This design comes from an exercise in tuning for small area on the open sky130 flow, not from production work. Only simulation tests tie the RTL to the original design; equivalence was not proved. Power is estimated from default activity; no workload was simulated. The flow treats the clock pin as an ideal source, which a real chip does not have.

==> inputs of amber <==
// DLL_RD
module DLL_RD(
	input wire sclk,
	input wire srst_n,
	input wire [11:0] cc_p_h_i,		         
    input wire [11:0] cc_p_d_i,		         
	input wire [11:0] cc_np_h_i,		     
	input wire [11:0] cc_cpl_h_i,	         
    input wire [11:0] cc_cpl_d_i,            
	output wire [255:0] dll2tl_data_o,
    output wire [2:0] dll2tl_data_en_o,
    output wire [11:0] ep_cc_p_h_o,
    output wire [11:0] ep_cc_p_d_o,
	output wire ep_cc_p_en_o,
    output wire [11:0] ep_cc_np_h_o,
    output wire ep_cc_np_en_o,
    output wire [11:0] ep_cc_cpl_h_o,
    output wire [11:0] ep_cc_cpl_d_o,
    output wire ep_cc_cpl_en_o,
    output wire [11:0] ep_cl_p_h_o,
    output wire [11:0] ep_cl_p_d_o,
    output wire [11:0] ep_cl_np_h_o,
    output wire [11:0] ep_cl_cpl_h_o,
    output wire [11:0] ep_cl_cpl_d_o,
	output wire ep_cl_en_o,
	output wire updatefc_p_o,
	output wire updatefc_np_o,
	output wire updatefc_cpl_o,
	input wire arb_ready_i,
	output wire dllp_valid_o,
	output wire [255:0] dllp_data_o,
	input pipe2dll_valid_i,
	input wire [255:0] pipe2dll_data_i,
	output wire [15:0] acknak_seq_num_o,
    output wire [1:0] acknak_seq_en_o,
	output wire [1:0] dlcm_state
);
==> flow/config.mk <==
export PLATFORM = sky130hd
export DESIGN_NAME = DLL_RD
export DESIGN_NICKNAME = DLL_RD
export VERILOG_FILES = /design/flow/design.v
export SDC_FILE = /design/flow/constraint.sdc
export NUM_CORES = 4
export LEC_CHECK = 0
export CAP_MARGIN = 20
export CORE_MARGIN = 2
export CORE_UTILIZATION = 40
export CTS_BUF_LIST = sky130_fd_sc_hd__clkbuf_16
export CTS_CLUSTER_DIAMETER = 80
export CTS_CLUSTER_SIZE = 30
export PLACE_DENSITY = 0.6
export SLEW_MARGIN = 20
==> flow/constraint.sdc <==
create_clock -name core_clock -period 6.0 [get_ports {sclk}]
set_input_delay 1.2000 -clock core_clock [delete_from_list [all_inputs] [get_ports {sclk}]]
set_output_delay 1.2000 -clock core_clock [all_outputs]
set_load 0.01 [all_outputs]
standard.sh (not shown) runs the stock make flow with config.mk's settings and CLKGATE_MAP_FILE= SYNTH_SCRIPT=/design/flow/synth_recipe.tcl, a recipe that flattens the netlist after the stock synthesis.
==> flow/flow/run.sh <==
#!/bin/bash
# The standard layout (the standard.sh: ORFS synthesis, floorplan, place, CTS, route,
# finish), with the port buffers that global placement inserts made from
# sky130_fd_sc_hd__buf_1 instead of the cell buffer_ports picks by default.
set -euo pipefail
cd "$(dirname "$0")/.."
bash standard.sh "BUFFER_PORTS_ARGS=-buffer_cell sky130_fd_sc_hd__buf_1" finish > make_finish.log 2>&1
==> yarrow (differences from amber) <==
--- a/flow/design.v
+++ b/flow/design.v
@@ -340,68 +340,84 @@
 wire        in_np  = (pipe2dll_data_i[3:0] == 4'hF);
 wire [5:0]  len_m6 = pipe2dll_data_i[9:4] - 6'd6;       
 wire [2:0]  in_n   = len_m6[5:3];
 wire [11:0] in_seq = in_np ? {pipe2dll_data_i[19:16],  pipe2dll_data_i[31:24]}
                            : {pipe2dll_data_i[115:112], pipe2dll_data_i[127:120]};
-wire posted = (hdr[7:0] == 8'h60);
-reg shift;
+reg         posted;              
+reg shift_c;         
+reg adv_hi;          
 always_comb begin
-    shift    = 1'b0;
+    shift_c  = 1'b0;
+    adv_hi   = 1'b0;
     tstate_n = tstate;
     case (tstate)
         T_IDLE:  if (pipe2dll_valid_i && !dllp_tok)
                      tstate_n = (in_np || in_n == 3'd0) ? T_SEQ : T_GETP;
         T_GETP:  begin
-                     shift = 1'b1;
+                     shift_c = 1'b1;
                      if (c[1:0] == m) tstate_n = T_SEQ;
                  end
         T_SEQ:   begin
-                     shift    = !c[2];
+                     shift_c  = !c[2];
                      tstate_n = match ? T_SENDH : T_IDLE;
                  end
         T_SENDH: begin
-                     shift    = !c[2];
+                     shift_c  = !c[2];
                      tstate_n = T_DONEH;
                  end
         T_DONEH: begin
-                     shift    = !c[2];
+                     shift_c  = !c[2];
                      tstate_n = last0 ? T_IDLE : T_SENDD;
                  end
         T_SENDD: tstate_n = T_DONED;
         T_DONED: begin
                      if (c[1:0] == m) tstate_n = T_IDLE;
                      else begin
-                         shift    = 1'b1;
+                         adv_hi   = 1'b1;
                          tstate_n = T_SENDD;
                      end
                  end
         default: tstate_n = T_IDLE;
     endcase
 end
+wire t_idle   = (tstate == T_IDLE);
+wire t_sendd  = (tstate == T_SENDD);
+wire shift_hi = shift_c | adv_hi;
+wire shift_lo = shift_c | t_sendd;
 always_ff @(posedge sclk) begin
     if (!srst_n) tstate <= T_IDLE;
     else         tstate <= tstate_n;
 end
 always_ff @(posedge sclk) begin
-    if (tstate == T_IDLE) begin
-        hdr   <= in_np ? pipe2dll_data_i[159:32] : pipe2dll_data_i[255:128];
-        np    <= in_np;
-        last0 <= in_np || in_n == 3'd0;
-        m     <= in_n[1:0] - 2'd1;
-        match <= (in_seq == next_rcv_seq);
-        c     <= 3'd0;
-    end
-    else if (shift)
-        c     <= c + 3'd1;
+    hdr <= (hdr                      & {128{!t_idle && !t_sendd}})
+         | (pipe2dll_data_i[159:32]  & {128{t_idle &&  in_np}})
+         | (pipe2dll_data_i[255:128] & {128{t_idle && !in_np}})
+         | (pipe_q[0][127:0]         & {128{t_sendd}});
 end
 always_ff @(posedge sclk) begin
-    if (shift) begin
-        pipe_q[0] <= pipe_q[1];
-        pipe_q[1] <= pipe_q[2];
-        pipe_q[2] <= pipe_q[3];
-        pipe_q[3] <= pipe2dll_data_i;
+    if (t_idle) begin
+        np          <= in_np;
+        posted      <= (pipe2dll_data_i[135:128] == 8'h60);
+        last0       <= in_np || in_n == 3'd0;
+        m           <= in_n[1:0] - 2'd1;
+        match       <= (in_seq == next_rcv_seq);
+        c           <= 3'd0;
     end
+    else if (shift_hi)
+        c           <= c + 3'd1;
+end
+wire hold_c  = t_idle |
+               ((tstate == T_SEQ || tstate == T_SENDH || tstate == T_DONEH) & c[2]);
+wire hold_hi = hold_c | t_sendd | ((tstate == T_DONED) & (c[1:0] == m));
+wire hold_lo = hold_c | (tstate == T_DONED);
+wire [255:0] sh_m = {{128{shift_hi}}, {128{shift_lo}}};
+wire [255:0] hd_m = {{128{hold_hi}},  {128{hold_lo}}};
+always_ff @(posedge sclk) begin
+    pipe_q[0] <= (pipe_q[0] & hd_m) | (pipe_q[1]       & sh_m);
+    pipe_q[1] <= (pipe_q[1] & hd_m) | (pipe_q[2]       & sh_m);
+    pipe_q[2] <= (pipe_q[2] & hd_m) | (pipe_q[3]       & sh_m);
+    pipe_q[3] <= (pipe_q[3] & hd_m) | (pipe2dll_data_i & sh_m);
 end
 always_ff @(posedge sclk) begin
     if (!srst_n) begin
         next_rcv_seq <= 12'd0;
         nak          <= 1'b0;
@@ -418,12 +434,11 @@
         T_SENDD: en <= posted ? 3'd2 : 3'd6;
         T_DONEH, T_DONED: en <= 3'd7;
         default: en <= 3'd0;
     endcase
 end
-assign dll2tl_data_o    = {pipe_q[0][255:128] & {128{tstate[1]}},
-                           tstate[1] ? pipe_q[0][127:0] : hdr};
+assign dll2tl_data_o    = {pipe_q[0][255:128] & {128{tstate[1]}}, hdr};
 assign dll2tl_data_en_o = en;
 assign next_rcv_seq_o  = next_rcv_seq;
 assign NAK_scheduled_o = nak;
 endmodule
 module DLL_RD(
==> flow/flow/run.sh (replaced) <==
#!/bin/bash
# The standard layout (the standard.sh: ORFS synthesis, floorplan, place, CTS, route,
# finish) with two changes: the port buffers that global placement inserts are
# sky130_fd_sc_hd__buf_1, and clock tree synthesis inserts no dummy loads.
set -euo pipefail
cd "$(dirname "$0")/.."
CTS="-sink_clustering_enable -repair_clock_nets -buf_list sky130_fd_sc_hd__clkbuf_16"
CTS="$CTS -sink_clustering_size 30 -sink_clustering_max_diameter 80 -dont_use_dummy_load"
bash standard.sh "BUFFER_PORTS_ARGS=-buffer_cell sky130_fd_sc_hd__buf_1" "CTS_ARGS=$CTS" finish > make_finish.log 2>&1
Settings changed: CORE_UTILIZATION 40 to 66, PLACE_DENSITY 0.6 to 0.8.
==> ember (differences from amber) <==
==> flow/run.sh (new file) <==
#!/bin/bash
# synth_recipe.tcl (not shown) runs the flow's synth.tcl, then flattens the netlist and writes it again
# the make line also repeats each setting of config.mk as NAME=value (left out here)
make -C /OpenROAD-flow-scripts/flow DESIGN_CONFIG=/design/flow/config.mk WORK_HOME=/design/flow/orfs CLKGATE_MAP_FILE= SYNTH_SCRIPT=/design/flow/synth_recipe.tcl finish
Settings changed: CTS_BUF_LIST sky130_fd_sc_hd__clkbuf_16 to sky130_fd_sc_hd__clkbuf_4 sky130_fd_sc_hd__clkbuf_8, CTS_CLUSTER_DIAMETER 80 to not set, CTS_CLUSTER_SIZE 30 to not set.
removed: flow/flow/run.sh
removed: flow/standard.sh
==> notes <==
Fmax: amber > yarrow > ember.
Of ember and yarrow, ember has the higher non-clock buffer count (gap 32).
The highest utilization belongs to yarrow, the lowest to amber.
In critical path depth, amber and ember do not differ.
Register-to-register slack: ember > amber > yarrow.
Of ember and yarrow, yarrow has the higher total power (gap 3.9%, measured against yarrow).
Clock power: ember > amber > yarrow.
Clock skew, lowest first: amber, ember, yarrow.
Between yarrow and ember, the lower synthesized cell count is in ember (gap 35%, measured against ember).
==> figures <==
| quantity | ember | amber | yarrow |
|---|---|---|---|
| Outcome | complete, no violations | complete, no violations | complete, no violations |
| Final period demand of the worst path | 5800 ps | 5770 ps | 5790 ps |
| Global-route met1 utilization | 0.254 | 0.253 | 0.509 |
| Initial drt markers | 2184 | 2295 | 4261 |
| Fraction of the mapped netlist area in simple logic gates | 0.0826 | 0.0826 | 0.0569 |
| Reported clock group power | 8.27 mW | 5.75 mW | 4.35 mW |
| Source of the critical timing path | dllp_generator.state[2]$_SDFFE_PP0P_ | dllp_generator.state[1]$_SDFFE_PP0P_ | dllp_generator.state[2]$_SDFFE_PP0P_ |
| Vias/cell | 4.66 | 4.72 | 6.20 |
| Area taken by multi-input logic gates | 0.0117 mm2 | 0.0116 mm2 | 0.0205 mm2 |
| Multi-Input Combinational | 1830 | 1829 | 2762 |
| Wire length of the first global-routing pass | 194 mm | 183 mm | 221 mm |
| Internal power summed over all cells | 21.7 mW | 18.9 mW | 19.7 mW |
| GR met3 Demand/Resource | 0.0615 | 0.0428 | 0.0996 |
| Worst IR Drop VDD | 0.000391 V | 0.000377 V | 0.000788 V |
| Syn_area_per_cell | 15.9 um2 | 15.9 um2 | 11.4 um2 |
| Instance area at placement | 0.0622 mm2 | 0.0576 mm2 | 0.0541 mm2 |
| Vertical extent of the die | 369 um | 369 um | 284 um |
| Wire length on met3 | 10.6 mm | 9.43 mm | 16.5 mm |
| Achievable clock frequency | 172 MHz | 173 MHz | 173 MHz |
| Starting density of the core | 0.401 | 0.401 | 0.667 |

-- static timing again, ports no longer ideal --
In the flow no input, the clock included, has a driving cell. The finished layouts below were timed again as built, in two steps.
Step 1 sets driving cells, clkbuf_16 on the clock port and buf_2 on the other inputs (assumed; they add their load-dependent delay and slew).
Step 2 moves the port delays by t, midway between the first and last clock arrival at a register: inputs arrive t later, outputs are due t later. That takes back most of the time a late clock gives input paths.
Three values: ideal, step 1, step 2; two values: the first two.
run	t, ns	slack for setup (ns)	hold WS [ns]	slew at the worst register clock pin (ns)
amber	0.748	0.233 / 0.158 / 0.837	0.391 / 0.391 / 0.391	0.12 / 0.12
yarrow	0.700	0.210 / 0.135 / 0.835	0.419 / 0.419 / 0.419	0.11 / 0.11
ember	1.000	0.196 / 0.121 / 0.323	0.385 / 0.385 / 0.385	0.07 / 0.07
After both steps setup and hold are still met in every run listed.
